What follows belongs to an exercise in optimizing a design on an open flow for small area; a production flow would make more cautious choices. The RTL was checked by simulation tests, not by an equivalence proof against the original design. No activity file was given, so power comes from the tool's default toggle rates.

[design.v]
`default_nettype none
module avlst2wshb
#(
    parameter ADDR_WIDTH   = 32,
    parameter DATA_WIDTH   = 32
)
(
    input  wire                  clk,
    input  wire                  rst,
    input  wire                  st_valid,
    output wire                  st_ready,
    input  wire [DATA_WIDTH-1:0] st_data,
    input  wire                  st_startofpacket,
    input  wire                  st_endofpacket,
    output wire                  m_cyc,
    output wire                  m_stb,
    output wire [ADDR_WIDTH-1:0] m_adr,
    output wire                  m_we,
    output wire [DATA_WIDTH-1:0] m_dat_ms,
    output wire [DATA_WIDTH/8-1:0] m_sel,
    output wire [2:0]            m_cti,
    output wire [1:0]            m_bte,
    input  wire                  m_ack
);
localparam [2:0] WAIT_ID_CTL_DATA      = 3'd0,
                 RD_CTL_DATA           = 3'd1,
                 WAIT_START_VIDEO_DATA = 3'd2,
                 RD_VIDEO_DATA         = 3'd3,
                 RD_VIDEO_DATA_1       = 3'd4;
reg [2:0] r_state;
reg [DATA_WIDTH:0] f_mem [0:3];
reg [1:0] f_wp, f_rp, f_usedw;
reg       f_full, f_empty;
wire f_write  = (r_state == RD_VIDEO_DATA) && st_valid;
wire f_read   = m_ack;
wire f_alfull = (f_usedw == 2'd3);
wire [DATA_WIDTH:0] f_rdata = f_mem[f_rp];
always @(posedge clk)
if (rst)
    r_state <= WAIT_ID_CTL_DATA;
else
    case (r_state)
        WAIT_ID_CTL_DATA:
            if (st_valid && st_startofpacket && st_data[3:0] == 4'hf)
                r_state <= RD_CTL_DATA;
        RD_CTL_DATA:
            if (st_valid && st_endofpacket)
                r_state <= WAIT_START_VIDEO_DATA;
        WAIT_START_VIDEO_DATA:
            if (st_valid && st_startofpacket && st_data[3:0] == 4'h0)
                r_state <= RD_VIDEO_DATA;
        RD_VIDEO_DATA:
            if (f_alfull && st_valid && !st_endofpacket)
                r_state <= RD_VIDEO_DATA_1;
            else if (!f_full && st_valid && st_endofpacket)
                r_state <= WAIT_ID_CTL_DATA;
        RD_VIDEO_DATA_1:
            if (m_ack)
                r_state <= RD_VIDEO_DATA;
        default:
            r_state <= WAIT_ID_CTL_DATA;
    endcase
always @(posedge clk)
if (f_write && !f_full)
    f_mem[f_wp] <= {st_endofpacket, st_data};
always @(posedge clk)
if (rst)
begin
    f_wp    <= 2'd0;
    f_rp    <= 2'd0;
    f_full  <= 1'b0;
    f_empty <= 1'b1;
    f_usedw <= 2'd0;
end
else
begin
    if (f_write && !f_full)
        f_wp <= f_wp + 1'b1;
    if (f_read && !f_empty)
        f_rp <= f_rp + 1'b1;
    if (!f_read && f_write && (f_wp == f_rp - 1'b1))
        f_full <= 1'b1;
    else if (f_full && f_read)
        f_full <= 1'b0;
    if (f_read && !f_write && (f_rp == f_wp - 1'b1))
        f_empty <= 1'b1;
    else if (f_empty && f_write)
        f_empty <= 1'b0;
    if (f_write && !f_read)
        f_usedw <= f_wp + 1'b1;
    else if (f_write && f_read)
        f_usedw <= f_wp - f_rp + 1'b1;
    else if (!f_write && f_read)
        f_usedw <= f_usedw - 1'b1;
    else
        f_usedw <= 2'd0;
end
reg [ADDR_WIDTH-1:2] r_pix_adr;
reg r_stall;
always @(posedge clk)
if (rst)
begin
    r_stall   <= 1'b1;
    r_pix_adr <= '0;
end
else
begin
    r_stall <= 1'b0;
    if (m_ack)
    begin
        r_stall   <= &r_pix_adr[5:2];
        r_pix_adr <= f_rdata[DATA_WIDTH] ? '0 : r_pix_adr + 1'b1;
    end
end
assign st_ready = !((r_state == RD_VIDEO_DATA) || (r_state == RD_VIDEO_DATA_1)) ||
                  ((r_state == RD_VIDEO_DATA) && !f_alfull) ||
                  ((r_state == RD_VIDEO_DATA_1) && m_ack);
assign m_cyc    = !r_stall;
assign m_stb    = !f_empty && !r_stall;
assign m_adr    = {r_pix_adr, 2'b00};
assign m_we     = 1'b1;
assign m_sel    = 4'hf;
assign m_dat_ms = f_rdata[DATA_WIDTH-1:0];
assign m_cti    = 3'd0;
assign m_bte    = 2'd0;
endmodule
`default_nettype wire
`default_nettype none
module wshb2avl
#(
    parameter ADDR_WIDTH   = 32,
    parameter DATA_WIDTH   = 32,
    parameter AVL_BURST_LENGTH = 32
)
(
    input  wire                  clk,
    input  wire                  rst,
    input  wire                  s_cyc,
    input  wire                  s_stb,
    input  wire [ADDR_WIDTH-1:0] s_adr,
    input  wire                  s_we,
    input  wire [DATA_WIDTH-1:0] s_dat_ms,
    output wire                  s_ack,
    output wire [DATA_WIDTH-1:0] s_dat_sm,
    output wire                  s_err,
    output wire                  s_rty,
    input  wire                  avl_waitrequest,
    output wire [ADDR_WIDTH-1:0] avl_address,
    output wire                  avl_read,
    output wire                  avl_write,
    output wire [DATA_WIDTH-1:0] avl_writedata,
    output wire [DATA_WIDTH/8-1:0] avl_byteenable,
    output wire [7:0]            avl_burstcount,
    input  wire                  avl_readdatavalid,
    input  wire [DATA_WIDTH-1:0] avl_readdata,
    input wire [31:0] img_addr
);
wire valid_read_req  = s_cyc && s_stb && !s_we;
wire valid_write_req = s_cyc && s_stb &&  s_we;
localparam [1:0] AVL_IDLE = 2'd0, RD_BURST = 2'd1, WR_BURST = 2'd2;
localparam [1:0] WB_IDLE = 2'd0, WB_FIFO_WRITE = 2'd1, WB_FIFO_READ = 2'd2, WB_FIFO_FLUSH = 2'd3;
reg [1:0] r_avl_state;
reg [1:0] r_wb_state;
reg wb_avail_write;    
reg avl_avail_read;    
reg [ADDR_WIDTH-1:0] r_base;
reg [3:0] r_wcnt;
reg [5:0] r_rcnt;
reg [ADDR_WIDTH-1:0] r_avl_base;
reg [3:0] r_burst_avl_wr;
reg [4:0] r_burst_count;
wire wb_pending_write = (r_wb_state == WB_FIFO_WRITE);
wire avl_pending_read = (r_avl_state == RD_BURST);
wire [4:0] idx = wb_pending_write ? {1'b0, r_wcnt} : r_rcnt[4:0];
wire match_addr = (s_adr == {r_base[ADDR_WIDTH-1:2] + idx, r_base[1:0]});
reg [DATA_WIDTH-1:0] wf_mem [0:7];
reg [2:0] wf_wp, wf_rp;
reg wf_full, wf_empty;
wire wf_write = wb_pending_write && valid_write_req && match_addr;
wire wf_read  = (r_avl_state == WR_BURST) && !avl_waitrequest;
always @(posedge clk)
if (wf_write && !wf_full)
    wf_mem[wf_wp] <= s_dat_ms;
always @(posedge clk)
if (rst)
begin
    wf_wp    <= 3'd0;
    wf_rp    <= 3'd0;
    wf_full  <= 1'b0;
    wf_empty <= 1'b1;
end
else
begin
    if (wf_write && !wf_full)
        wf_wp <= wf_wp + 1'b1;
    if (wf_read && !wf_empty)
        wf_rp <= wf_rp + 1'b1;
    if (!wf_read && wf_write && (wf_wp == wf_rp - 1'b1))
        wf_full <= 1'b1;
    else if (wf_full && wf_read)
        wf_full <= 1'b0;
    if (wf_read && !wf_write && (wf_rp == wf_wp - 1'b1))
        wf_empty <= 1'b1;
    else if (wf_empty && wf_write)
        wf_empty <= 1'b0;
end
reg [DATA_WIDTH-1:0] rf_mem [0:31];
wire rf_empty = (r_rcnt == (avl_pending_read ? {1'b0, r_burst_count} : 6'd32));
wire rf_write = avl_pending_read && avl_readdatavalid;
wire flush_now = (r_wb_state == WB_FIFO_FLUSH) && !avl_pending_read;
wire rf_zero0  = flush_now || (rst && !(avl_pending_read && (r_burst_count != 5'd0)));
always @(posedge clk)
if (rf_zero0)
    rf_mem[0] <= '0;
else if (rf_write && !rst && (r_burst_count == 5'd0))
    rf_mem[0] <= avl_readdata;
genvar gi;
generate
for (gi = 1; gi < 32; gi = gi + 1) begin : g_rf
    always @(posedge clk)
    if (rf_write && (r_burst_count == gi))
        rf_mem[gi] <= avl_readdata;
end
endgenerate
wire avl_write_rst = (r_avl_state == WR_BURST) && !avl_waitrequest &&
                     (r_burst_count[2:0] == r_burst_avl_wr[2:0] - 1'b1);
wire avl_read_set  = avl_pending_read && avl_readdatavalid && (r_burst_count == 5'd0);
wire avl_rd_start  = (r_avl_state == AVL_IDLE) && !wb_avail_write && valid_read_req &&
                     !avl_waitrequest && !avl_avail_read && !wb_pending_write;
always @(posedge clk)
if (rst)
begin
    r_avl_state   <= AVL_IDLE;
    r_burst_count <= 5'd0;
end
else
    case (r_avl_state)
        AVL_IDLE:
            if (wb_avail_write)
            begin
                r_burst_count <= 5'd0;
                r_avl_state   <= WR_BURST;
            end
            else if (avl_rd_start)
            begin
                r_burst_count <= 5'd0;
                r_avl_state   <= RD_BURST;
            end
        WR_BURST:
            if (!avl_waitrequest && !wf_empty)
            begin
                if (r_burst_count[2:0] == r_burst_avl_wr[2:0] - 1'b1)
                    r_avl_state <= AVL_IDLE;
                else
                    r_burst_count <= r_burst_count + 1'b1;
            end
        RD_BURST:
            if (avl_readdatavalid)
            begin
                if (r_burst_count == 5'd31)
                    r_avl_state <= AVL_IDLE;
                else
                    r_burst_count <= r_burst_count + 1'b1;
            end
        default:
            r_avl_state <= AVL_IDLE;
    endcase
wire [ADDR_WIDTH-1:0] wr_addr = {r_avl_base[ADDR_WIDTH-1:2] + r_burst_count[2:0], r_avl_base[1:0]};
assign avl_address    = img_addr + ((r_avl_state == WR_BURST) ? wr_addr : s_adr);
assign avl_read       = (r_avl_state == AVL_IDLE) && valid_read_req && !avl_avail_read &&
                        !(wb_pending_write || wb_avail_write);
assign avl_write      = (r_avl_state == WR_BURST) && !wf_empty;
assign avl_writedata  = wf_mem[wf_rp];
assign avl_byteenable = '1;
assign avl_burstcount = (r_avl_state == WR_BURST) ? {4'd0, r_burst_avl_wr} : AVL_BURST_LENGTH;
wire wr_run_end = wb_pending_write && !wb_avail_write &&
                  (wf_full || (valid_write_req && !match_addr) || valid_read_req);
always @(posedge clk)
if (rst)
    r_wb_state <= WB_IDLE;
else
    case (r_wb_state)
        WB_IDLE:
            if (valid_write_req)
                r_wb_state <= WB_FIFO_WRITE;
            else if (valid_read_req)
                r_wb_state <= WB_FIFO_READ;
        WB_FIFO_WRITE:
            if (wr_run_end)
                r_wb_state <= WB_IDLE;
        WB_FIFO_READ:
            if (avl_avail_read)
            begin
                if (rf_empty)
                begin
                    if (!avl_pending_read)
                        r_wb_state <= WB_IDLE;
                end
                else if ((valid_read_req && !match_addr) || valid_write_req)
                    r_wb_state <= WB_FIFO_FLUSH;
            end
        default:  
            if (!avl_pending_read)
                r_wb_state <= WB_IDLE;
    endcase
always @(posedge clk)
begin
    if ((r_wb_state == WB_IDLE && valid_write_req) || avl_rd_start)
        r_base <= s_adr;
    if (wr_run_end)
    begin
        r_avl_base     <= r_base;
        r_burst_avl_wr <= r_wcnt;
    end
end
wire wb_write_ack = wb_pending_write && valid_write_req && match_addr && !wf_full;
wire wb_read_ack  = (r_wb_state == WB_FIFO_READ) && avl_avail_read && valid_read_req &&
                    match_addr && !rf_empty;
always @(posedge clk)
begin
    if (r_wb_state == WB_IDLE)
        r_wcnt <= 4'd0;
    else if (wb_write_ack)
        r_wcnt <= r_wcnt + 1'b1;
    if (rst || !avl_avail_read)
        r_rcnt <= 6'd0;
    else if (wb_read_ack)
        r_rcnt <= r_rcnt + 1'b1;
end
wire wb_write_set = wb_pending_write && (wf_full || (valid_write_req && !match_addr) || valid_read_req);
wire wb_read_rst  = ((r_wb_state == WB_FIFO_READ) && avl_avail_read && rf_empty && !avl_pending_read) ||
                    flush_now;
always @(posedge clk)
if (rst)
begin
    wb_avail_write <= 1'b0;
    avl_avail_read <= 1'b0;
end
else
begin
    wb_avail_write <= wb_avail_write ? !avl_write_rst : wb_write_set;
    avl_avail_read <= avl_avail_read ? !wb_read_rst   : avl_read_set;
end
assign s_ack    = wb_read_ack || wb_write_ack;
assign s_dat_sm = rf_mem[r_rcnt[4:0]];
assign s_err    = 1'b0;
assign s_rty    = 1'b0;
endmodule
`default_nettype wire
`default_nettype none
module fpga_bridge
(
    input  wire        sys_clk,
    input  wire        sys_rst,
    input  wire        avl_waitrequest,
    output wire [31:0] avl_address,
    output wire        avl_read,
    output wire        avl_write,
    output wire [31:0] avl_writedata,
    output wire [3:0]  avl_byteenable,
    output wire [7:0]  avl_burstcount,
    input  wire        avl_readdatavalid,
    input  wire [31:0] avl_readdata,
    input  wire        st_valid,
    output wire        st_ready,
    input  wire [31:0] st_data,
    input  wire        st_startofpacket,
    input  wire        st_endofpacket,
    input  wire        s_cyc,
    input  wire        s_stb,
    input  wire [31:0] s_adr,
    input  wire        s_we,
    input  wire [31:0] s_dat_ms,
    input  wire [3:0]  s_sel,
    input  wire [2:0]  s_cti,
    input  wire [1:0]  s_bte,
    output wire        s_ack,
    output wire [31:0] s_dat_sm,
    output wire        s_err,
    output wire        s_rty,
    output wire        m_cyc,
    output wire        m_stb,
    output wire [31:0] m_adr,
    output wire        m_we,
    output wire [31:0] m_dat_ms,
    output wire [3:0]  m_sel,
    output wire [2:0]  m_cti,
    output wire [1:0]  m_bte,
    input  wire        m_ack,
    input  wire [31:0] m_dat_sm,
    input  wire        m_err,
    input  wire        m_rty,
    input  wire [31:0] img_addr
);
avlst2wshb 
avlst2wshb_inst 
(
    .clk(sys_clk),
    .rst(sys_rst),
    .st_valid(st_valid),
    .st_ready(st_ready),
    .st_data(st_data),
    .st_startofpacket(st_startofpacket),
    .st_endofpacket(st_endofpacket),
    .m_cyc(m_cyc),
    .m_stb(m_stb),
    .m_adr(m_adr),
    .m_we(m_we),
    .m_dat_ms(m_dat_ms),
    .m_sel(m_sel),
    .m_cti(m_cti),
    .m_bte(m_bte),
    .m_ack(m_ack)
);
wshb2avl 
#(
    .ADDR_WIDTH(32),
    .DATA_WIDTH(32),
    .AVL_BURST_LENGTH(32)
)
wshb2avl_i 
(
    .clk(sys_clk),
    .rst(sys_rst),
    .s_cyc(s_cyc),
    .s_stb(s_stb),
    .s_adr(s_adr),
    .s_we(s_we),
    .s_dat_ms(s_dat_ms),
    .s_ack(s_ack),
    .s_dat_sm(s_dat_sm),
    .s_err(s_err),
    .s_rty(s_rty),
    .avl_waitrequest(avl_waitrequest),
    .avl_address(avl_address),
    .avl_read(avl_read),
    .avl_write(avl_write),
    .avl_writedata(avl_writedata),
    .avl_byteenable(avl_byteenable),
    .avl_burstcount(avl_burstcount),
    .avl_readdatavalid(avl_readdatavalid),
    .avl_readdata(avl_readdata),
    .img_addr(img_addr)
);
endmodule
`default_nettype wire
[flow/run.sh]
#!/bin/bash
# Standard ORFS layout (the standard.sh, unchanged synthesis), with:
#  - port buffers made of sky130_fd_sc_hd__buf_1 instead of the default cell,
#  - clock tree built from small clock buffers, without dummy loads.
# Each step's full output goes to a log file in this folder.
set -euo pipefail
export BUFFER_PORTS_ARGS="-buffer_cell sky130_fd_sc_hd__buf_1"
export CTS_ARGS="-sink_clustering_enable -repair_clock_nets -dont_use_dummy_load -buf_list sky130_fd_sc_hd__clkbuf_4"
bash standard.sh synth > synth.log 2>&1
bash standard.sh finish > layout.log 2>&1
[standard.sh]
#!/bin/bash
# synth_recipe.tcl (not shown) runs the flow's synth.tcl, then flattens the netlist and writes it again
# the make line also repeats each setting of config.mk as NAME=value (left out here)
make -C /OpenROAD-flow-scripts/flow DESIGN_CONFIG=/design/flow/config.mk WORK_HOME=/design/flow/orfs CLKGATE_MAP_FILE= SYNTH_SCRIPT=/design/flow/synth_recipe.tcl "${@:-finish}"
[config.mk]
export PLATFORM = sky130hd
export DESIGN_NAME = fpga_bridge
export DESIGN_NICKNAME = fpga_bridge
export VERILOG_FILES = /design/flow/design.v
export SDC_FILE = /design/flow/constraint.sdc
export NUM_CORES = 4
export LEC_CHECK = 0
export CAP_MARGIN = 20
export CORE_MARGIN = 2
export CORE_UTILIZATION = 40
export SLEW_MARGIN = 20
[constraint.sdc]
create_clock -name core_clock -period 10.0 [get_ports {sys_clk}]
set_input_delay 2.0000 -clock core_clock [delete_from_list [all_inputs] [get_ports {sys_clk}]]
set_output_delay 2.0000 -clock core_clock [all_outputs]
set_load 0.01 [all_outputs]
==> results of run 1 <==
## registers in the layout (all words and copies together), names as in the netlist, 5 cells and up, named ones only
signal and count:
avlst2wshb_inst.r_pix_adr 30, wshb2avl_i.r_burst_count 5, wshb2avl_i.r_avl_base 32, wshb2avl_i.r_rcnt 6
wshb2avl_i.rf_mem 1024, avlst2wshb_inst.f_mem 132, wshb2avl_i.wf_mem 256, wshb2avl_i.r_base 32
## Yosys cell counts (all sizes together) (4+ instances only)
library cell / instances / share of area [%]
a2111oi: 6 / 0.13
a22oi: 171 / 2.1
nor2b: 13 / 0.13
and2: 10 / 0.10
buf: 59 / 0.52
a211oi: 5 / 0.061
o21ai: 38 / 0.33
a21oi: 150 / 1.2
and4: 11 / 0.17
mux4: 97 / 3.6
xnor2: 79 / 1.1
ha: 68 / 1.4
a222oi: 32 / 0.52
or2: 4 / 0.041
nor4: 19 / 0.19
o21a: 5 / 0.061
and3: 25 / 0.26
o22ai: 4 / 0.041
mux2: 45 / 0.84
nand4: 76 / 0.82
nor3b: 9 / 0.11
nor3: 56 / 0.49
a22o: 138 / 2.0
o21bai: 5 / 0.061
clkbuf: 143 / 0.88
xor2: 66 / 0.95
a21o: 17 / 0.21
a31oi: 9 / 0.092
nand2: 160 / 0.99
dfxtp: 108 / 3.5
a221oi: 141 / 2.0
inv: 37 / 0.23
mux2i: 13 / 0.21
edfxtp: 1448 / 71
nand2b: 20 / 0.20
nor2: 230 / 1.4
or3: 6 / 0.070
nand3: 108 / 0.89
## through the flow
step                setup slack, ps  hold WS [ps]  std cells
detailed placement             2415         446.9       5959
floorplan                      2676         427.7       3697
finish                         1537         453.2       6374
CTS                            1119         454.7       6365
global route                  914.1         468.2       6373
global placement               2355         441.6       5957
## kinds of logic (layout without fill, tap and decap cells)
family                   count (synthesis)  count (layout)  synth area share, %
other                                    2              30              0.01230
AO/OA/AOI/OAI                          754             754                9.365
buffers and inverters                  240             878                1.637
XOR/XNOR                               145             145                2.080
AND/OR/NAND/NOR                        755             755                6.027
multiplexers                           155             155                4.627
flip-flops                            1556            1556                74.76
adder cells (fa/ha/maj)                 71              71                1.492
## critical path, stage by stage, from the launching register on
cell	delay, ps
dfxtp_1	560
ha_1	270
a21o_1	130
a21oi_1	170
nor4b_4	700
nand2_1	140
xor2_1	170
a21oi_1	190
ha_1	330
o2111ai_1	250
nor3_1	70
a21oi_1	120
o21ai_1	200
a221oi_1	590
o211ai_1	250
o221ai_1	520
o41ai_1	110
a311oi_1	330
buf_1	190
## report_power, final
group | internal, W | total, W | switching, W
Sequential | 0.00716 | 0.00721 | 0.0000480
Clock | 0.00183 | 0.00403 | 0.00219
Combinational | 0.000182 | 0.000577 | 0.000395
## metal layers
layer  global-route usage [%]  part of all wire (%)
met2                    38.15                    49
met5                        0                 0.065
met3                    5.289                   9.9
met4                    9.038                   3.4
met1                    29.16                    38
## how the worst max path moves through the flow
stage	cells past startpoint	endpoint	slack (ps)
after detailed placement	14	avl_address[31]	2420
after global placement	14	avl_address[31]	2350
after global routing	18	avl_address[31]	910
after floorplan	10	wshb2avl_i.wf_mem[1][0]	2680
final	18	avl_address[31]	1540
after CTS	18	avl_address[31]	1120
## cell usage in the layout (no fill, tap or decap), types with 10 or more instances in the layout
cell type  count
nor4_1        11
clkbuf_4     406
nor2b_1       13
inv_1         37
buf_1        313
edfxtp_1    1448
nor2_1       172
and2_1        10
nor3_1        51
mux4_2        97
nand2_1      158
clkbuf_2      25
a222oi_1      32
a221oi_1     141
and3_1        22
a22oi_1      171
mux2_2        42
mux2i_1       13
nor2_4        58
xnor2_1       79
ha_1          65
nand2b_1      20
o21ai_0       33
a21oi_1      147
nand3_1      107
a22o_1       138
nand4_1       73
conb_1        21
xor2_1        66
a21o_1        17
buf_4         93
dfxtp_1      104
## final cells by class
class | instances | area share, %
Inverter | 38 | 0.2084
Tap cell | 2030 | 3.710
Sequential cell | 1556 | 66.68
Antenna cell | 9 | 0.03290
Timing Repair Buffer | 434 | 2.965
Multi-Input combinational cell | 1901 | 21.95
Clock buffer | 406 | 4.452
==> results.cfg, run 1 <==
[critical_path]
path_max_fanout = 10
end_kind = output port
critPathKind = flop to output port
r2r_slack_ps = 4000
worstRegToRegCells = 13
timing.rr.start = wshb2avl_i.r_wb_state[1]
crit_arrival_ps = 6460
startpoint_type = flop
startpoint = wshb2avl_i.r_burst_count[0]
required_ps = 8000
r2r_end = wshb2avl_i.wf_mem[5][10]

[logic_synthesis]
avgSynthCellArea_um2 = 16.60
syn_area_um2 = 61050
yosys_warnings = 3
synth-edff-count = 1448
syn_inst = 3678
ys_seq_area_share_pct = 74.76
ys.flop_type = edfxtp_1
synth_cell_type_count = 86
async_flop_share_pct = 0
ys_ff_latch = 1556

[power]
vdd_drop_max_mv = 0.1048
total_power_w = 0.01181
power_leakage_nw = 21.53
power_density_nw_per_um2 = 172.5

[die]
die_h_um = 394.7
pin_count = 404
dieArea_um2 = 155800
die_w_um = 394.7
start_util_pct = 40.24
row_count = 143
core_region_area_um2 = 151700

[grt]
grt_max_degree = 65
grt_pass1_vias = 36913
grt-ovfl-total = 0
antenna_found_initial = 17
grt_usage_pct = 22.96
grt_pass1_wl_um = 258300

[timing]
rsz0062_at_grt = false
final-setup-viol-count = 0
worst_slew_pin_slew_ps = 1011
period_minus_slack_ps = 8463
hold_viol_final = 0
relSlewSlack_pct = 32.45
finalSetupTns_ps = 0
slew_violations = 0
finalCritPeriodShare_pct = 84.63
fmax_mhz = 118.2
skew_ps = 148.9

[place]
portBuffers = 339
gp_congestion = 0.8056
dpl_cell_area_um2 = 65350
hpwl_um = 91780

[cts]
ctsLongestPathBuffers = 4
cts_hold_buf = 0
cts_resized = 0
cts_buffers = 406
cts-root-buf = clkbuf_4
cts_tree = built
htreeDepth = 5
clk_latency_ps = 1310
cts_setup_buffers = 0
cts_num_sinks = 1556
clkSlewWorstSetupHoldPaths_ps = 60

[finish]
final_area_um2 = 68460
multiInputGateArea_um2 = 15020
syn_to_final_growth_pct = 12.13
seq_area_um2 = 45650
nNetsFinal = 4622
nFillCells = 13447
drive_gt1_share_pct = 17.90
postLayoutCoreUtil_pct = 45.12

[routing]
drt_iter0_markers = 4076
first_pass_iters = 6
drc_errors = 0
routed_wl_um = 182900
via_per_inst = 5.923
wl_per_cell_um = 28.70
num_vias = 37755
postRouteAntennaNets = 0

[min_path]
hp-start = wshb2avl_i.rf_mem[0][23]
hold-path-cell-count = 2
hold_class = flop to flop
min_to = wshb2avl_i.rf_mem[0][23]

[outcome]
status = no timing/DRC/antenna violations

[job]
cap_viol_max_count = 0
==> run 2: changes to the inputs <==
==> run.sh (new file) <==
#!/bin/bash
# synth_recipe.tcl (not shown) runs the flow's synth.tcl, then flattens the netlist and writes it again
# the make line also repeats each setting of config.mk as NAME=value (left out here)
make -C /OpenROAD-flow-scripts/flow DESIGN_CONFIG=/design/flow/config.mk WORK_HOME=/design/flow/orfs CLKGATE_MAP_FILE= SYNTH_SCRIPT=/design/flow/synth_recipe.tcl finish
removed: flow/run.sh
removed: standard.sh
==> results.cfg, run 2 <==
[logic_synthesis]
synth_top_cell_by_area = edfxtp_1
synth_commonest_cells = 1448 x edfxtp_1, 230 x nor2_1, 171 x a22oi_1, 159 x nand2_1, 147 x a21oi_1
syn_inst = 3678
netlist.area_leader.share_pct = 71.22
yosys.area_share.simple_pct = 6.027
synth_top_family_by_area = compound AO/OA/AOI/OAI gates
async_flop_share_pct = 0
yosys_warnings = 3
synth_most_common_cell = edfxtp_1
ys_seq_area_share_pct = 74.76
synth_cell_type_count = 86
synth-xor-area-share_pct = 2.080
ys_ff_latch = 1556
avgSynthCellArea_um2 = 16.60
synth-adder-area-share_pct = 1.492
synth-edff-count = 1448
synth_compound_area_share_pct = 9.365
syn_area_um2 = 61050
synthTopCellsByArea = edfxtp_1 71%, mux4_2 3.6%, dfxtp_1 3.5%
ys.flop_type = edfxtp_1
muxShareOfSynthArea_pct = 4.627

[timing]
finalSetupTns_ps = 0
worst_slew_pin_slew_ps = 1153
slew_violations = 0
skew_ps = 69.15
rsz0062_at_grt = false
hold_viol_final = 0
worst_slack_ps = 1314
relSlewSlack_pct = 22.91
final-setup-viol-count = 0
finalCritPeriodShare_pct = 86.86
fmax_mhz = 115.1
period_minus_slack_ps = 8686

[critical_path]
end_kind = output port
critPathKind = flop to output port
startpoint_type = flop
path_max_fanout = 7
cp_num_buf_inv = 1
critPathTopFamily = compound AO/OA/AOI/OAI gates
cp_slowest_cell = clkdlybuf4s50_1
max_stage_delay_ps = 600
crit_arrival_ps = 6690
required_ps = 8000
critPathMostFrequentCell = a21oi_1
crit_chain = ha_1, fa_1, a21oi_1, nor2b_1, and3_1, nand3_1, xor2_1, a21oi_1, ha_1, a21oi_1, o211ai_1, a21oi_1, o21ai_1, a221oi_1, o211ai_1, o221ai_1, o41ai_1, a311oi_1, clkdlybuf4s50_1

[grt]
grt-ovfl-total = 0
grt_pass1_vias = 35415
antenna_found_initial = 14
grt_max_degree = 65
grt_usage_pct = 23.05
grt_pass1_wl_um = 258600

[cts]
cts_buffers = 163
htreeDepth = 4
cts_setup_buffers = 0
cts_num_sinks = 1556
clkSlewWorstSetupHoldPaths_ps = 60
cts_tree = built
clk_latency_ps = 800
ctsLongestPathBuffers = 3
cts-root-buf = clkbuf_16
cts_hold_buf = 0
cts_resized = 0

[finish]
reg.largest.list = wshb2avl_i.rf_mem (1024), wshb2avl_i.wf_mem (256), avlst2wshb_inst.f_mem (132)
largest_register_ffs = 1024
antenna_cells = 0
seq_area_um2 = 45650
nFillCells = 12859
drive_gt1_share_pct = 13.64
multiInputGateArea_um2 = 15030
postLayoutCoreUtil_pct = 47.94
largest_register = wshb2avl_i.rf_mem
final_cell_mix = 1448 x edfxtp_1, 334 x clkdlybuf4s50_1, 172 x nor2_1
final_common_cell = edfxtp_1
syn_to_final_growth_pct = 19.14
nNetsFinal = 4372

[routing]
drc_errors = 0
first_pass_iters = 6
drt_iter0_markers = 4046
postRouteAntennaNets = 0
num_vias = 36946
wl_per_cell_um = 29.34
via_per_inst = 5.908
routed_wl_um = 183500

[die]
pin_count = 404
start_util_pct = 40.24
row_count = 143
die_w_um = 394.7
dieArea_um2 = 155800
die_h_um = 394.7
core_region_area_um2 = 151700

[power]
power_density_nw_per_um2 = 190.3
power_leakage_nw = 23.00
vdd_drop_max_mv = 0.1788

[outcome]
status = no timing/DRC/antenna violations

[place]
hpwl_um = 93360
gp_congestion = 0.8226
portBuffers = 339
post-place-ws_ps = 1646

[job]
cap_viol_max_count = 0

[min_path]
hold_class = flop to flop
[run 2: cell counts after synthesis]
No cell type changed its count.
[run 2: final cells by class]
| cell class | instances | area share, % |
|---|---|---|
| sequential | 1556 | 62.76 |
| multi-input combinational | 1901 | 20.66 |
| clock buffer | 197 | 5.840 |
| timing repair buffer | 427 | 5.544 |
| tap | 2030 | 3.492 |
| clock inverter | 105 | 1.510 |
| inverter | 38 | 0.1961 |
[run 2: worst min-delay path, delay by kind of cell (launching register included)]
kind,cells,cell delay [ps]
AOI/OAI and AO/OA,1,50
DFF,1,310
and+or+nand+nor,1,50
[run 2: layer usage]
layer	vias up	GRT usage, %	routed length, µm
met3	382	5.173	17470
met1	18992	30.63	72220
met5	-	0	70
met2	1912	37.71	87930
met4	14	7.252	5794
li1	15646	-	-
[run 2: kinds of logic after synthesis]
logic type | Yosys count
simple gates | 755
other cells | 2
fa+ha+maj | 71
xor+xnor | 145
flops | 1556
buf+inv | 240
mux | 155
compound gates | 754
[run 2: final timing paths]
check | start | endpoint | slack (ps) | depth (start not counted)
setup reg to reg | wshb2avl_i.r_wb_state[1] | wshb2avl_i.wf_mem[3][5] | 3950 | 13
setup / recovery | wshb2avl_i.r_burst_count[0] | avl_address[31] | 1310 | 19
hold reg to reg | wshb2avl_i.rf_mem[0][21] | wshb2avl_i.rf_mem[0][21] | 450 | 2
hold / removal | wshb2avl_i.rf_mem[0][21] | wshb2avl_i.rf_mem[0][21] | 450 | 2
[run 2: power breakdown]
| group | switching, W | internal, W | leakage, nW |
|---|---|---|---|
| Clock | 0.00261 | 0.00336 | 2.57 |
| Sequential | 0.0000486 | 0.00716 | 13.9 |
| Combinational | 0.000393 | 0.000268 | 6.54 |
| Total | 0.00305 | 0.0108 | 23.0 |
[run 2: metrics by stage]
step	std cells	total power [W]	hold slack, ps	cell area [µm²]
after floorplan	3697	0.007664	427.7	61130
after global routing	6254	0.01425	469.8	72740
final	6254	0.01384	454.1	72740
after CTS	6253	0.01394	456.5	72750
after detailed placement	5951	0.008001	447.7	67400
after global placement	5951	0.007991	441.7	67400
==> run 3: changes to the inputs <==
==> flow/run.sh (new file) <==
#!/bin/bash
# Standard ORFS layout (the standard.sh, unchanged synthesis), with:
#  - port buffers made of sky130_fd_sc_hd__buf_1 instead of the default cell,
#  - a clock tree of small clock buffers, larger sink clusters, no dummy loads,
#  - synthesis buffers removed before placement.
# Each step's full output goes to a log file in this folder.
set -euo pipefail
export BUFFER_PORTS_ARGS="-buffer_cell sky130_fd_sc_hd__buf_1"
export CTS_ARGS="-sink_clustering_enable -repair_clock_nets -dont_use_dummy_load -buf_list sky130_fd_sc_hd__clkbuf_4 -sink_clustering_size 10 -sink_clustering_max_diameter 40"
export REMOVE_ABC_BUFFERS=1
bash standard.sh synth > synth.log 2>&1
bash standard.sh finish > layout.log 2>&1
==> standard.sh (new file) <==
#!/bin/bash
# synth_recipe.tcl (not shown) runs the flow's synth.tcl, then flattens the netlist and writes it again
# the make line also repeats each setting of config.mk as NAME=value (left out here)
make -C /OpenROAD-flow-scripts/flow DESIGN_CONFIG=/design/flow/config.mk WORK_HOME=/design/flow/orfs CLKGATE_MAP_FILE= SYNTH_SCRIPT=/design/flow/synth_recipe.tcl "${@:-finish}"
--- a/config.mk
+++ b/config.mk
@@ -6,6 +6,7 @@
 export NUM_CORES = 4
 export LEC_CHECK = 0
-export CAP_MARGIN = 20
+export CAP_MARGIN = 5
 export CORE_MARGIN = 2
 export CORE_UTILIZATION = 40
-export SLEW_MARGIN = 20
+export GPL_TIMING_DRIVEN = 0
+export SLEW_MARGIN = 5
removed: run.sh
==> results.cfg, run 3 <==
[job]
cap_viol_max_count = 0

[finish]
multiInputGateArea_um2 = 15030
syn_to_final_growth_pct = 13.65
largest_register_ffs = 1024
final_common_cell = edfxtp_1
reg.largest.list = wshb2avl_i.rf_mem (1024), wshb2avl_i.wf_mem (256), avlst2wshb_inst.f_mem (132)
nNetsFinal = 4504
seq_area_um2 = 45660
nFillCells = 13203
final_cell_mix = 1448 x edfxtp_1, 333 x buf_1, 202 x clkbuf_4
postLayoutCoreUtil_pct = 45.73
drive_gt1_share_pct = 15.27
largest_register = wshb2avl_i.rf_mem

[grt]
met1_usage_pct = 30.34
grt_max_degree = 56
met3_usage_pct = 5.120
antenna_found_initial = 13
grt_busiest_layer = met2
use_met2_pct = 38.80
grt_pass1_vias = 36380
grt_pass1_wl_um = 263500
grt_usage_pct = 23.46
grt-ovfl-total = 0

[power]
p_switching_w = 0.002455
internal-power_w = 0.008262
clkPwrFrac_pct = 27.3
pwr-share-comb_pct = 5.6
vdd_drop_max_mv = 0.1269
power_density_nw_per_um2 = 154.5
power_leakage_nw = 21.46
p_sw_share_pct = 22.91
seqPwrFrac_pct = 67.1

[critical_path]
max_stage_delay_ps = 1020
crit_path_end = avl_address[31]
cp_slowest_cell = nor4b_2
crit_arrival_ps = 6760
critPathKind = flop to output port
r2r_end = wshb2avl_i.wf_mem[0][11]
startpoint_type = flop
timing.rr.start = wshb2avl_i.r_wb_state[1]
end_kind = output port
path_max_fanout = 11
worstRegToRegCells = 16
required_ps = 8000
critPathTopFamily = compound AO/OA/AOI/OAI gates
crit_chain = ha_1, a21oi_1, nor4b_2, nand2_1, xor2_1, a21oi_1, ha_1, o2111ai_1, nor3_1, a21oi_1, o21ai_1, a221oi_1, o211ai_1, o221ai_1, o41ai_1, a311oi_1, buf_1
path_depth = 17
r2r_slack_ps = 3600
critPathMostFrequentCell = a21oi_1
cp_num_buf_inv = 1
startpoint = wshb2avl_i.r_burst_count[2]

[timing]
relSlewSlack_pct = 12.58
skew_ps = 136.2
final-setup-viol-count = 0
rsz0062_at_grt = false
worst_slack_ps = 1241
slew_violations = 0
finalCritPeriodShare_pct = 87.59
worst_slew_pin_slew_ps = 1311
hold_viol_final = 0
period_minus_slack_ps = 8759
fmax_mhz = 114.2

[cts]
cts-root-buf = clkbuf_4
ctsLongestPathBuffers = 3
cts_num_sinks = 1556
cts_hold_buf = 0
cts_buffers = 202
clkSlewWorstSetupHoldPaths_ps = 80
cts_tree = built
htreeDepth = 4
cts_resized = 0
cts_setup_buffers = 0
clk_latency_ps = 1270

[logic_synthesis]
synthTopCellsByArea = edfxtp_1 71%, mux4_2 3.6%, dfxtp_1 3.5%
yosys_warnings = 3
avgSynthCellArea_um2 = 16.60
syn_inst = 3678
synth_most_common_cell = edfxtp_1
async_flop_share_pct = 0
netlist.area_leader.share_pct = 71.22
synth-adder-area-share_pct = 1.492
synth_compound_area_share_pct = 9.365
synth-edff-count = 1448
ys_ff_latch = 1556
synth_top_family_by_area = compound AO/OA/AOI/OAI gates
synth_cell_type_count = 86
ys_seq_area_share_pct = 74.76
synth_commonest_cells = 1448 x edfxtp_1, 230 x nor2_1, 171 x a22oi_1, 159 x nand2_1, 147 x a21oi_1
syn_area_um2 = 61050
muxShareOfSynthArea_pct = 4.627
synth_top_cell_by_area = edfxtp_1
synth-xor-area-share_pct = 2.080
ys.flop_type = edfxtp_1
yosys.area_share.simple_pct = 6.027

[die]
row_count = 143
core_region_area_um2 = 151700
dieArea_um2 = 155800
die_w_um = 394.7
start_util_pct = 40.24
die_h_um = 394.7
pin_count = 404

[routing]
first_pass_iters = 9
via_per_inst = 5.992
num_vias = 37518
drc_errors = 0
drt_iter0_markers = 4590
postRouteAntennaNets = 0
routed_wl_um = 186100
wl_per_cell_um = 29.73

[min_path]
hold_class = flop to flop

[place]
hpwl_um = 119700
gp_congestion = 0.8107
portBuffers = 339
post-place-ws_ps = 2394

[outcome]
status = no timing/DRC/antenna violations
run 3: changes by cell type in the layout (fill, tap and decap cells not counted), moves of 34 or more:
cell	change
clkdlybuf4s50_1	-334
buf_1	+333
clkbuf_4	+202
clkbuf_16	-164
buf_12	+79
buf_16	+40
clkinv_1	-37
buf_4	-34
run 3: logic make-up after synthesis:
group           after synthesis
flops                      1556
other cells                   2
compound gates              754
xor+xnor                    145
simple gates                755
mux                         155
fa+ha+maj                    71
buf+inv                     240
run 3: layout make-up:
class                      instances  area share (%)
multi-input combinational       1901           21.65
sequential                      1556           65.80
clock buffer                     202           2.185
tap                             2030           3.660
inverter                          38          0.2056
antenna                           14         0.05049
timing repair buffer             520           6.446
run 3: how the worst min path moves through the flow:
stage          slack (ps)  depth (start not counted)               startpoint                  endpoint
2_1_floorplan         430                          0     wshb2avl_i.r_base[6]  wshb2avl_i.r_avl_base[6]
3_3_place_gp          440                          0     wshb2avl_i.r_base[2]  wshb2avl_i.r_avl_base[2]
3_5_place_dp          450                          2  wshb2avl_i.rf_mem[0][9]   wshb2avl_i.rf_mem[0][9]
4_1_cts               450                          0     wshb2avl_i.r_base[2]  wshb2avl_i.r_avl_base[2]
5_1_grt               480                          0     wshb2avl_i.r_base[2]  wshb2avl_i.r_avl_base[2]
6_report              450                          0     wshb2avl_i.r_base[2]  wshb2avl_i.r_avl_base[2]
run 3: power by group through the flow:
stage                     sequential (W)  combinational (W)  clock [W]
after detailed placement         0.00734           0.000595          0
after global routing             0.00720           0.000657    0.00324
after global placement           0.00734           0.000551          0
after floorplan                  0.00733           0.000319          0
final                            0.00719           0.000602    0.00292
after CTS                        0.00719           0.000598    0.00300
run 3: through the flow:
step	total power [W]	area [µm²]	std cells	hold WS, ps	TNS [ps]
after floorplan	0.007646	60270	3495	430.7	0
after global placement	0.007894	64080	5864	440.6	-556920
after detailed placement	0.007935	67770	6041	446.9	0
after CTS	0.01079	69290	6243	448.1	0
after global routing	0.01109	69390	6261	475.1	0
final	0.01072	69390	6261	451.6	0
run 3: layer usage:
metal,wire length (µm),vias to the layer above
met5,49,-
met1,70900,19105
met3,17700,413
met4,6825,8
li1,-,15862
met2,90660,2130
==> run 4: changes to the inputs <==
--- a/config.mk
+++ b/config.mk
@@ -9,4 +9,3 @@
 export CORE_MARGIN = 2
 export CORE_UTILIZATION = 40
-export GPL_TIMING_DRIVEN = 0
 export SLEW_MARGIN = 5
==> results.cfg, run 4 <==
[critical_path]
crit_chain = nand2b_1, mux2_2, ha_1, a21o_1, a21oi_2, nand2_1, and4_1, mux2i_1, or4_4, nor3_4, nand2_1, o32ai_1, buf_1
critPathMostFrequentCell = nand2_1
max_stage_delay_ps = 640
crit_arrival_ps = 6500
startpoint_type = flop
end_kind = output port
cp_slowest_cell = nor3_4
required_ps = 8000
critPathKind = flop to output port
path_max_fanout = 15

[min_path]
hold_class = flop to flop

[logic_synthesis]
synthTopCellsByArea = edfxtp_1 71%, mux4_2 3.6%, dfxtp_1 3.5%
ys_ff_latch = 1556
ys_seq_area_share_pct = 74.76
synth-edff-count = 1448
ys.flop_type = edfxtp_1
async_flop_share_pct = 0
avgSynthCellArea_um2 = 16.60
yosys_warnings = 3
synth_top_cell_by_area = edfxtp_1
syn_inst = 3678
synth_cell_type_count = 86
netlist.area_leader.share_pct = 71.22
syn_area_um2 = 61050
synth_commonest_cells = 1448 x edfxtp_1, 230 x nor2_1, 171 x a22oi_1, 159 x nand2_1, 147 x a21oi_1
synth_most_common_cell = edfxtp_1

[power]
power_leakage_nw = 20.49
vdd_drop_max_mv = 0.1079
power_density_nw_per_um2 = 159.5
total_power_w = 0.01066

[finish]
final_common_cell = edfxtp_1
nNetsFinal = 4413
seq_area_um2 = 45650
final_cell_mix = 1448 x edfxtp_1, 337 x buf_1, 202 x clkbuf_4
reg.largest.list = wshb2avl_i.rf_mem (1024), wshb2avl_i.wf_mem (256), avlst2wshb_inst.f_mem (132)
multiInputGateArea_um2 = 15010
largest_register_ffs = 1024
nFillCells = 13556
largest_register = wshb2avl_i.rf_mem
drive_gt1_share_pct = 13.18
postLayoutCoreUtil_pct = 44.07
syn_to_final_growth_pct = 9.525

[die]
start_util_pct = 40.24
die_h_um = 394.7
dieArea_um2 = 155800
core_region_area_um2 = 151700
die_w_um = 394.7
row_count = 143
pin_count = 404

[routing]
drt_iter0_markers = 4212
num_vias = 36764
wl_per_cell_um = 29.73
drc_errors = 0
first_pass_iters = 8
routed_wl_um = 183500
via_per_inst = 5.955
postRouteAntennaNets = 0

[timing]
relSlewSlack_pct = 10.52
worst_slack_ps = 1498
rsz0062_at_grt = false
finalCritPeriodShare_pct = 85.02
hold_viol_final = 0
final-setup-viol-count = 0
worst_slew_pin_slew_ps = 1342
skew_ps = 149.9
period_minus_slack_ps = 8502
finalSetupTns_ps = 0
fmax_mhz = 117.6
slew_violations = 0

[cts]
cts_hold_buf = 0
cts_num_sinks = 1556
ctsLongestPathBuffers = 3
clkSlewWorstSetupHoldPaths_ps = 80
cts-root-buf = clkbuf_4
cts_buffers = 202
cts_resized = 0
htreeDepth = 4
clk_latency_ps = 1230
cts_setup_buffers = 0
cts_tree = built

[outcome]
status = no timing/DRC/antenna violations

[place]
post-place-ws_ps = 2358
portBuffers = 339
hpwl_um = 91090
gp_congestion = 0.8146

[job]
cap_viol_max_count = 0

[grt]
grt-ovfl-total = 0
grt_pass1_vias = 35635
grt_usage_pct = 23.08
antenna_found_initial = 17
grt_pass1_wl_um = 258200
grt_max_degree = 65
## run 4: cell counts after synthesis
No cell type changed its count.
## run 4: power by group
part	switching [W]	internal (W)	leakage, nW
logic	0.000395	0.000176	5.67
registers	0.0000467	0.00715	13.9
clock network	0.00198	0.000921	0.929
## run 4: final timing paths
check / start / to / slack [ps] / cells after the start
worst max-delay path: wshb2avl_i.r_wb_state[1] / s_ack / 1500 / 13
worst min-delay path: wshb2avl_i.r_base[3] / wshb2avl_i.r_avl_base[3] / 420 / 0
worst max register to register: wshb2avl_i.r_wb_state[1] / wshb2avl_i.wf_mem[7][6] / 4060 / 13
worst min register to register: wshb2avl_i.r_base[3] / wshb2avl_i.r_avl_base[3] / 420 / 0
## run 4: routing by layer
metal / up-vias / track usage (%) / routed length (µm)
met5: - / 0 / 44
met4: 8 / 7.852 / 5820
met3: 374 / 5.367 / 17830
met2: 1926 / 37.76 / 88650
met1: 18793 / 30.30 / 71200
li1: 15663 / - / -
## run 4: logic make-up (layout without fill, tap and decap cells)
group	count (synthesis)	count (layout)	synth area share, %
mux	155	155	4.627
fa+ha+maj	71	71	1.492
buf+inv	240	669	1.637
flops	1556	1556	74.76
simple gates	755	755	6.027
compound gates	754	754	9.365
other cells	2	39	0.01230
xor+xnor	145	145	2.080
## run 4: critical path, delay by kind of cell (launching register included)
kind	cells	cell delay, ps
mux	2	550
simple gates	6	2680
flops	1	530
fa+ha+maj	1	350
buf+inv	1	450
compound gates	3	830
## run 4: cell type report
cell class | instances | area share, %
diodes | 18 | 0.06736
clock buffers | 202 | 2.268
inverters | 38 | 0.2133
multi-input cells | 1901 | 22.45
flip-flops and latches | 1556 | 68.27
well taps | 2030 | 3.798
repair buffers | 429 | 2.934
## run 4: stage by stage
step           hold slack (ps)  instance area (µm²)  std cells
5_1_grt                  466.6                66870       6173
3_3_place_gp             441.9                65280       5952
6_report                 421.1                66870       6174
4_1_cts                  409.3                66800       6154
2_1_floorplan            430.7                60270       3495
3_5_place_dp             446.7                65280       5952
==> run 5: changes to the inputs <==
--- a/flow/run.sh
+++ b/flow/run.sh
@@ -3,5 +3,6 @@
 #  - port buffers made of sky130_fd_sc_hd__buf_1 instead of the default cell,
 #  - a clock tree of small clock buffers, larger sink clusters, no dummy loads,
-#  - synthesis buffers removed before placement.
+#  - synthesis buffers removed before placement,
+#  - gates off the critical paths downsized after global routing (RECOVER_POWER).
 # Each step's full output goes to a log file in this folder.
 set -euo pipefail
@@ -9,4 +10,5 @@
 export CTS_ARGS="-sink_clustering_enable -repair_clock_nets -dont_use_dummy_load -buf_list sky130_fd_sc_hd__clkbuf_4 -sink_clustering_size 10 -sink_clustering_max_diameter 40"
 export REMOVE_ABC_BUFFERS=1
+export RECOVER_POWER=100
 bash standard.sh synth > synth.log 2>&1
 bash standard.sh finish > layout.log 2>&1
==> results.cfg, run 5 <==
[die]
row_count = 143
die_w_um = 394.7
die_h_um = 394.7
pin_count = 404
dieArea_um2 = 155800
core_region_area_um2 = 151700
start_util_pct = 40.24

[timing]
fmax_mhz = 114.2
finalSetupTns_ps = 0
finalCritPeriodShare_pct = 87.57
rsz0062_at_grt = false
final-setup-viol-count = 0
worst_slew_pin_slew_ps = 4155
hold_viol_final = 0
relSlewSlack_pct = -177.0
skew_ps = 159.4
slew_violations = 1729
period_minus_slack_ps = 8757

[finish]
fin_cells = 6167
final_common_cell = edfxtp_1
postLayoutCoreUtil_pct = 43.85
nFillCells = 13623
largest_register_ffs = 1024
multiInputGateArea_um2 = 14900
final_cell_mix = 1448 x edfxtp_1, 262 x buf_1, 202 x clkbuf_4
nNetsFinal = 4413
largest_register = wshb2avl_i.rf_mem
seq_area_um2 = 45650
syn_to_final_growth_pct = 8.962
final_area_um2 = 66530
reg.largest.list = wshb2avl_i.rf_mem (1024), wshb2avl_i.wf_mem (256), avlst2wshb_inst.f_mem (132)
drive_gt1_share_pct = 11.17

[grt]
grt_pass1_wl_um = 258200
grt_pass1_vias = 35635
antenna_found_initial = 16
grt_max_degree = 65
grt-ovfl-total = 0
grt_usage_pct = 23.08

[cts]
ctsLongestPathBuffers = 3
htreeDepth = 4
cts-root-buf = clkbuf_4
cts_num_sinks = 1556
cts_hold_buf = 0
cts_tree = built
cts_setup_buffers = 0
cts_resized = 0
clk_latency_ps = 1230
cts_buffers = 202
clkSlewWorstSetupHoldPaths_ps = 80

[outcome]
so.violations = max-capacitance violations, max-slew violations
status = finished with violations

[routing]
via_per_inst = 5.959
first_pass_iters = 6
wl_per_cell_um = 29.79
drt_iter0_markers = 4063
routed_wl_um = 183700
num_vias = 36748
postRouteAntennaNets = 0
drc_errors = 0

[place]
portBuffers = 339
dpl_cell_area_um2 = 65280
gp_congestion = 0.8146
hpwl_um = 91090
placedCellCount = 5952

[min_path]
hp-start = wshb2avl_i.r_base[3]
hold_class = flop to flop
hold-path-cell-count = 0
min_to = wshb2avl_i.r_avl_base[3]

[logic_synthesis]
ys_seq_area_share_pct = 74.76
synth-xor-area-share_pct = 2.080
synth_commonest_cells = 1448 x edfxtp_1, 230 x nor2_1, 171 x a22oi_1, 159 x nand2_1, 147 x a21oi_1
synth-edff-count = 1448
synth_top_cell_by_area = edfxtp_1
ys.flop_type = edfxtp_1
syn_area_um2 = 61050
synth_most_common_cell = edfxtp_1
synth_compound_area_share_pct = 9.365
avgSynthCellArea_um2 = 16.60
synth_top_family_by_area = compound AO/OA/AOI/OAI gates
yosys_warnings = 3
netlist.area_leader.share_pct = 71.22
ys_ff_latch = 1556
synth-adder-area-share_pct = 1.492
synthTopCellsByArea = edfxtp_1 71%, mux4_2 3.6%, dfxtp_1 3.5%
muxShareOfSynthArea_pct = 4.627
yosys.area_share.simple_pct = 6.027
synth_cell_type_count = 86
async_flop_share_pct = 0
syn_inst = 3678

[critical_path]
critPathMostFrequentCell = nand2_1
timing.rr.start = wshb2avl_i.r_wb_state[1]
end_kind = output port
critPathKind = flop to output port
path_max_fanout = 15
r2r_end = wshb2avl_i.wf_mem[3][4]
max_stage_delay_ps = 650
r2r_slack_ps = 2330
crit_arrival_ps = 6760
required_ps = 8000
startpoint_type = flop
cp_slowest_cell = nor3_4
crit_chain = nand2b_1, mux2_1, ha_1, a21o_1, a21oi_1, nand2_1, and4_1, mux2i_1, or4_1, nor3_4, nand2_1, o32ai_1, clkbuf_1
worstRegToRegCells = 13

[power]
power_density_nw_per_um2 = 160.2
power_leakage_nw = 20.25
vdd_drop_max_mv = 0.1066

[job]
cap_viol_max_count = 54
==> run 5: final cells by class <==
class,instances,area share (%)
sequential,1556,68.62
multi-input combinational,1901,22.40
tap,2030,3.818
timing repair buffer,429,2.626
clock buffer,202,2.279
inverter,38,0.2144
antenna,11,0.04138
==> run 5: critical path: cells and delay by family (launching register included) <==
family	cells	cell delay, ps
buffers and inverters	1	470
muxes	2	540
AOI/OAI and AO/OA	3	1040
DFF	1	530
adders and majority gates	1	360
and+or+nand+nor	6	2710
==> run 5: worst max path at each step <==
stage / from / to / cells past startpoint
after floorplan: s_adr[22] / wshb2avl_i.wf_mem[3][0] / 9
after global placement: s_adr[0] / avl_address[30] / 14
after detailed placement: s_adr[0] / avl_address[30] / 14
after CTS: wshb2avl_i.r_wb_state[1] / s_ack / 13
after global routing: wshb2avl_i.r_wb_state[1] / s_ack / 13
final: wshb2avl_i.r_wb_state[1] / s_ack / 13
==> run 5: stage by stage <==
stage | setup slack, ps | hold WS [ps] | power, W
finish | 1243 | 408.9 | 0.01066
global route | 746.8 | 466.6 | 0.01105
CTS | 1333 | 409.3 | 0.01075
detailed placement | 2358 | 446.7 | 0.007911
global placement | 2415 | 441.9 | 0.007899
floorplan | 2469 | 430.7 | 0.007646
==> run 5: logic make-up after synthesis <==
kind of cell               after synthesis
xor gates and xnor gates               145
other                                    2
and+or+nand+nor                        755
AOI/OAI and AO/OA                      754
adders and majority gates               71
buffers and inverters                  240
DFF                                   1556
muxes                                  155
==> run 5: report_power, final <==
group / total, W / switching, W / internal [W] / leakage, nW
logic: 0.000563 / 0.000393 / 0.000170 / 5.42
registers: 0.00720 / 0.0000468 / 0.00715 / 13.9
clock network: 0.00290 / 0.00198 / 0.000921 / 0.929
total: 0.0107 / 0.00242 / 0.00824 / 20.2
==> run 5: layer usage <==
layer	track usage [%]	vias to the layer above	part of all wire [%]
met4	7.852	10	3.4
li1	-	15659	-
met5	0	-	0.033
met2	37.76	2012	48
met3	5.367	397	9.9
met1	30.30	18670	39
==> run 6: changes to the inputs <==
--- a/design.v
+++ b/design.v
@@ -174,5 +174,4 @@
 wire [4:0] idx = wb_pending_write ? {1'b0, r_wcnt} : r_rcnt[4:0];
 wire match_addr = (s_adr == {r_base[ADDR_WIDTH-1:2] + idx, r_base[1:0]});
-reg [DATA_WIDTH-1:0] wf_mem [0:7];
 reg [2:0] wf_wp, wf_rp;
 reg wf_full, wf_empty;
@@ -180,7 +179,4 @@
 wire wf_read  = (r_avl_state == WR_BURST) && !avl_waitrequest;
 always @(posedge clk)
-if (wf_write && !wf_full)
-    wf_mem[wf_wp] <= s_dat_ms;
-always @(posedge clk)
 if (rst)
 begin
@@ -192,5 +188,5 @@
 else
 begin
-    if (wf_write && !wf_full)
+    if (wf_put)
         wf_wp <= wf_wp + 1'b1;
     if (wf_read && !wf_empty)
@@ -206,4 +202,5 @@
 end
 reg [DATA_WIDTH-1:0] rf_mem [0:31];
+wire wf_put = wf_write && !wf_full;
 wire rf_empty = (r_rcnt == (avl_pending_read ? {1'b0, r_burst_count} : 6'd32));
 wire rf_write = avl_pending_read && avl_readdatavalid;
@@ -218,7 +215,16 @@
 generate
 for (gi = 1; gi < 32; gi = gi + 1) begin : g_rf
-    always @(posedge clk)
-    if (rf_write && (r_burst_count == gi))
-        rf_mem[gi] <= avl_readdata;
+    if (gi >= 8 && gi < 16) begin : g_shared
+        always @(posedge clk)
+        if (rf_write && (r_burst_count == gi))
+            rf_mem[gi] <= avl_readdata;
+        else if (wf_put && (wf_wp == gi - 8))
+            rf_mem[gi] <= s_dat_ms;
+    end
+    else begin : g_rd
+        always @(posedge clk)
+        if (rf_write && (r_burst_count == gi))
+            rf_mem[gi] <= avl_readdata;
+    end
 end
 endgenerate
@@ -271,5 +277,5 @@
                         !(wb_pending_write || wb_avail_write);
 assign avl_write      = (r_avl_state == WR_BURST) && !wf_empty;
-assign avl_writedata  = wf_mem[wf_rp];
+assign avl_writedata  = rf_mem[{2'b01, wf_rp}];
 assign avl_byteenable = '1;
 assign avl_burstcount = (r_avl_state == WR_BURST) ? {4'd0, r_burst_avl_wr} : AVL_BURST_LENGTH;
==> flow/run.sh (replaced) <==
#!/bin/bash
# Standard ORFS layout (the standard.sh, unchanged synthesis), with:
#  - port buffers made of sky130_fd_sc_hd__buf_1 instead of the default cell,
#  - a clock tree of small clock buffers, larger sink clusters, no dummy loads,
#  - synthesis buffers removed before placement.
# Each step's full output goes to a log file in this folder.
set -euo pipefail
export BUFFER_PORTS_ARGS="-buffer_cell sky130_fd_sc_hd__buf_1"
export CTS_ARGS="-sink_clustering_enable -repair_clock_nets -dont_use_dummy_load -buf_list sky130_fd_sc_hd__clkbuf_4 -sink_clustering_size 10 -sink_clustering_max_diameter 40"
export REMOVE_ABC_BUFFERS=1
bash standard.sh synth > synth.log 2>&1
bash standard.sh finish > layout.log 2>&1
==> results.cfg, run 6 <==
[job]
cap_viol_max_count = 0

[die]
pin_count = 404
die_w_um = 376.3
core_region_area_um2 = 137500
dieArea_um2 = 141600
row_count = 136
die_h_um = 376.3
start_util_pct = 40.32

[finish]
seq_area_um2 = 37900
final_common_cell = edfxtp_1
largest_register = wshb2avl_i.rf_mem
largest_register_ffs = 1024
final_cell_mix = 1192 x edfxtp_1, 337 x buf_1, 268 x mux2_2
reg.largest.list = wshb2avl_i.rf_mem (1024), avlst2wshb_inst.f_mem (132)
syn_to_final_growth_pct = 9.464
nFillCells = 12395
fin_cells = 5890
nNetsFinal = 4376
multiInputGateArea_um2 = 16970
drive_gt1_share_pct = 16.62

[critical_path]
critPathTopFamily = compound AO/OA/AOI/OAI gates
crit_arrival_ps = 6400
worstRegToRegCells = 17
critPathKind = flop to output port
max_stage_delay_ps = 670
end_kind = output port
r2r_end = wshb2avl_i.rf_mem[13][9]
required_ps = 8000
timing.rr.start = wshb2avl_i.r_wb_state[1]
crit_chain = ha_1, a21o_1, a21oi_1, nor4b_1, and2_1, nand2_1, xor2_1, a21oi_1, ha_1, and3_1, a221oi_1, o31a_1, o221ai_1, a21oi_1, o21ai_0, nor3_1, o21bai_1, a21oi_1, xnor2_1, buf_1
cp_num_buf_inv = 1
critPathMostFrequentCell = a21oi_1
path_max_fanout = 9
startpoint_type = flop
cp_slowest_cell = nor4b_1
r2r_slack_ps = 3190

[min_path]
hold-path-cell-count = 0
hp-start = wshb2avl_i.r_base[31]
hold_class = flop to flop
min_to = wshb2avl_i.r_avl_base[31]

[timing]
period_minus_slack_ps = 8395
fmax_mhz = 119.1
final-setup-viol-count = 0
hold_ws_ps = 439.3
skew_ps = 188.8
finalCritPeriodShare_pct = 83.95
finalSetupTns_ps = 0
relSlewSlack_pct = 7.906
worst_slew_pin_slew_ps = 1381
hold_viol_final = 0
rsz0062_at_grt = false
slew_violations = 0

[logic_synthesis]
synthTopCellsByArea = edfxtp_1 65%, mux2_2 5.4%, dfxtp_1 3.8%
synth_top_cell_by_area = edfxtp_1
yosys_warnings = 3
syn_area_um2 = 55440
ys_ff_latch = 1297
synth_most_common_cell = edfxtp_1
async_flop_share_pct = 0
ys.flop_type = edfxtp_1
netlist.area_leader.share_pct = 64.57
synth-edff-count = 1192
synth_commonest_cells = 1192 x edfxtp_1, 268 x mux2_2, 205 x nor2_1, 191 x a22oi_1, 160 x a222oi_1
ys_seq_area_share_pct = 68.36
synth_cell_type_count = 79
avgSynthCellArea_um2 = 15.10
syn_inst = 3671

[cts]
clk_latency_ps = 1300
clkSlewWorstSetupHoldPaths_ps = 80
cts_tree = built
cts_resized = 0
cts-root-buf = clkbuf_4
htreeDepth = 4
cts_buffers = 183
cts_setup_buffers = 0
cts_hold_buf = 0
ctsLongestPathBuffers = 3
cts_num_sinks = 1297

[routing]
drc_errors = 0
via_per_inst = 6.476
routed_wl_um = 195000
drt_iter0_markers = 6400
first_pass_iters = 17
postRouteAntennaNets = 0
num_vias = 38143
wl_per_cell_um = 33.11

[grt]
antenna_found_initial = 17
grt_usage_pct = 26.81
grt_max_degree = 65
grt-ovfl-total = 0
grt_pass1_wl_um = 269600
grt_pass1_vias = 36844

[power]
power_leakage_nw = 19.13
vdd_drop_max_mv = 0.1011
power_density_nw_per_um2 = 148.1

[outcome]
status = no timing/DRC/antenna violations

[place]
portBuffers = 339
hpwl_um = 103200
gp_congestion = 0.8483
placedCellCount = 5687
run 6: changes by cell type after synthesis, sizes merged, moves of 20 or more:
| cell | before | now |
|---|---|---|
| a221oi | 141 | 83 |
| a221o | 1 | 32 |
| nor2 | 230 | 205 |
| a31oi | 9 | 40 |
| mux2 | 45 | 268 |
| edfxtp | 1448 | 1192 |
| a22o | 138 | 82 |
| a21oi | 150 | 123 |
| mux4 | 97 | 33 |
| a222oi | 32 | 160 |
| mux2i | 13 | 41 |
| a22oi | 171 | 191 |
run 6: stage by stage:
step	setup slack (ps)	area [µm²]	power, W	utilization [%]
after floorplan	3243	54570	0.006304	-
after global placement	2411	59230	0.006509	43.08
after detailed placement	2365	59230	0.006517	43.08
after CTS	1437	60600	0.009023	44.08
after global routing	1026	60670	0.009263	44.13
final	1605	60680	0.008986	44.13
run 6: report_power, final:
| group | switching (W) | total (W) | leakage [nW] | internal, W |
|---|---|---|---|---|
| clock network | 0.00175 | 0.00258 | 0.842 | 0.000834 |
| registers | 0.0000172 | 0.00594 | 11.6 | 0.00592 |
| logic | 0.000303 | 0.000464 | 6.72 | 0.000161 |
run 6: cell families after synthesis:
family / synth area share (%)
simple gates: 6.105
flops: 68.36
other cells: 0.01355
buf+inv: 1.993
mux: 7.525
compound gates: 11.87
fa+ha+maj: 1.869
xor+xnor: 2.259
run 6: worst max-delay path by stage:
stage                                start               to  slack (ps)  cells past startpoint
2_1_floorplan                     s_adr[0]  avl_address[30]        3240                     13
3_3_place_gp                      s_adr[0]  avl_address[30]        2410                     15
3_5_place_dp                      s_adr[0]  avl_address[30]        2370                     15
4_1_cts        wshb2avl_i.r_burst_count[1]  avl_address[30]        1440                     20
5_1_grt        wshb2avl_i.r_burst_count[1]  avl_address[30]        1030                     20
6_report       wshb2avl_i.r_burst_count[1]  avl_address[30]        1600                     20
run 6: final cells by class:
class / instances / area share [%]
sequential: 1297 / 62.45
multi-input combinational: 2122 / 27.96
tap: 1794 / 3.699
timing repair buffer: 432 / 3.276
clock buffer: 183 / 2.264
inverter: 45 / 0.2784
antenna: 17 / 0.07010
run 6: metal layers:
layer | track usage [%] | part of all wire [%] | vias to the layer above
li1 | - | - | 15736
met1 | 35.20 | 37 | 19117
met2 | 42.26 | 46 | 2770
met3 | 7.443 | 13 | 502
met4 | 10.35 | 3.9 | 18
met5 | 0 | 0.052 | -

==> separate check: timing with driven ports <==
No port has a modelled driver above. Below, the same layouts with a new extraction and two added sets of constraints.
Step 1, drivers: a clkbuf_16 drives sys_clk and a buf_2 each remaining input, both assumed.
Step 2 also shifts input and output timing later by t, the mid clock arrival at the registers, as if the neighbouring blocks saw the same clock.
Slacks: no drivers / after step 1 / after step 2; pairs: no drivers / after step 1.
| run | shift t [ns] | setup slack, ns | cell pins on the clock port's net |
|---|---|---|---|
| run 1 | 1.280 | 1.537 / 1.455 / 2.302 | 1 |
| run 2 | 0.867 | 1.314 / 1.218 / 1.607 | 1 |
| run 3 | 1.285 | 1.241 / 1.165 / 2.316 | 1 |
| run 4 | 1.232 | 1.498 / 1.422 / 2.305 | 1 |
| run 5 | 1.226 | 1.243 / 1.165 / 2.089 | 1 |
| run 6 | 1.294 | 1.605 / 1.518 / 2.295 | 1 |
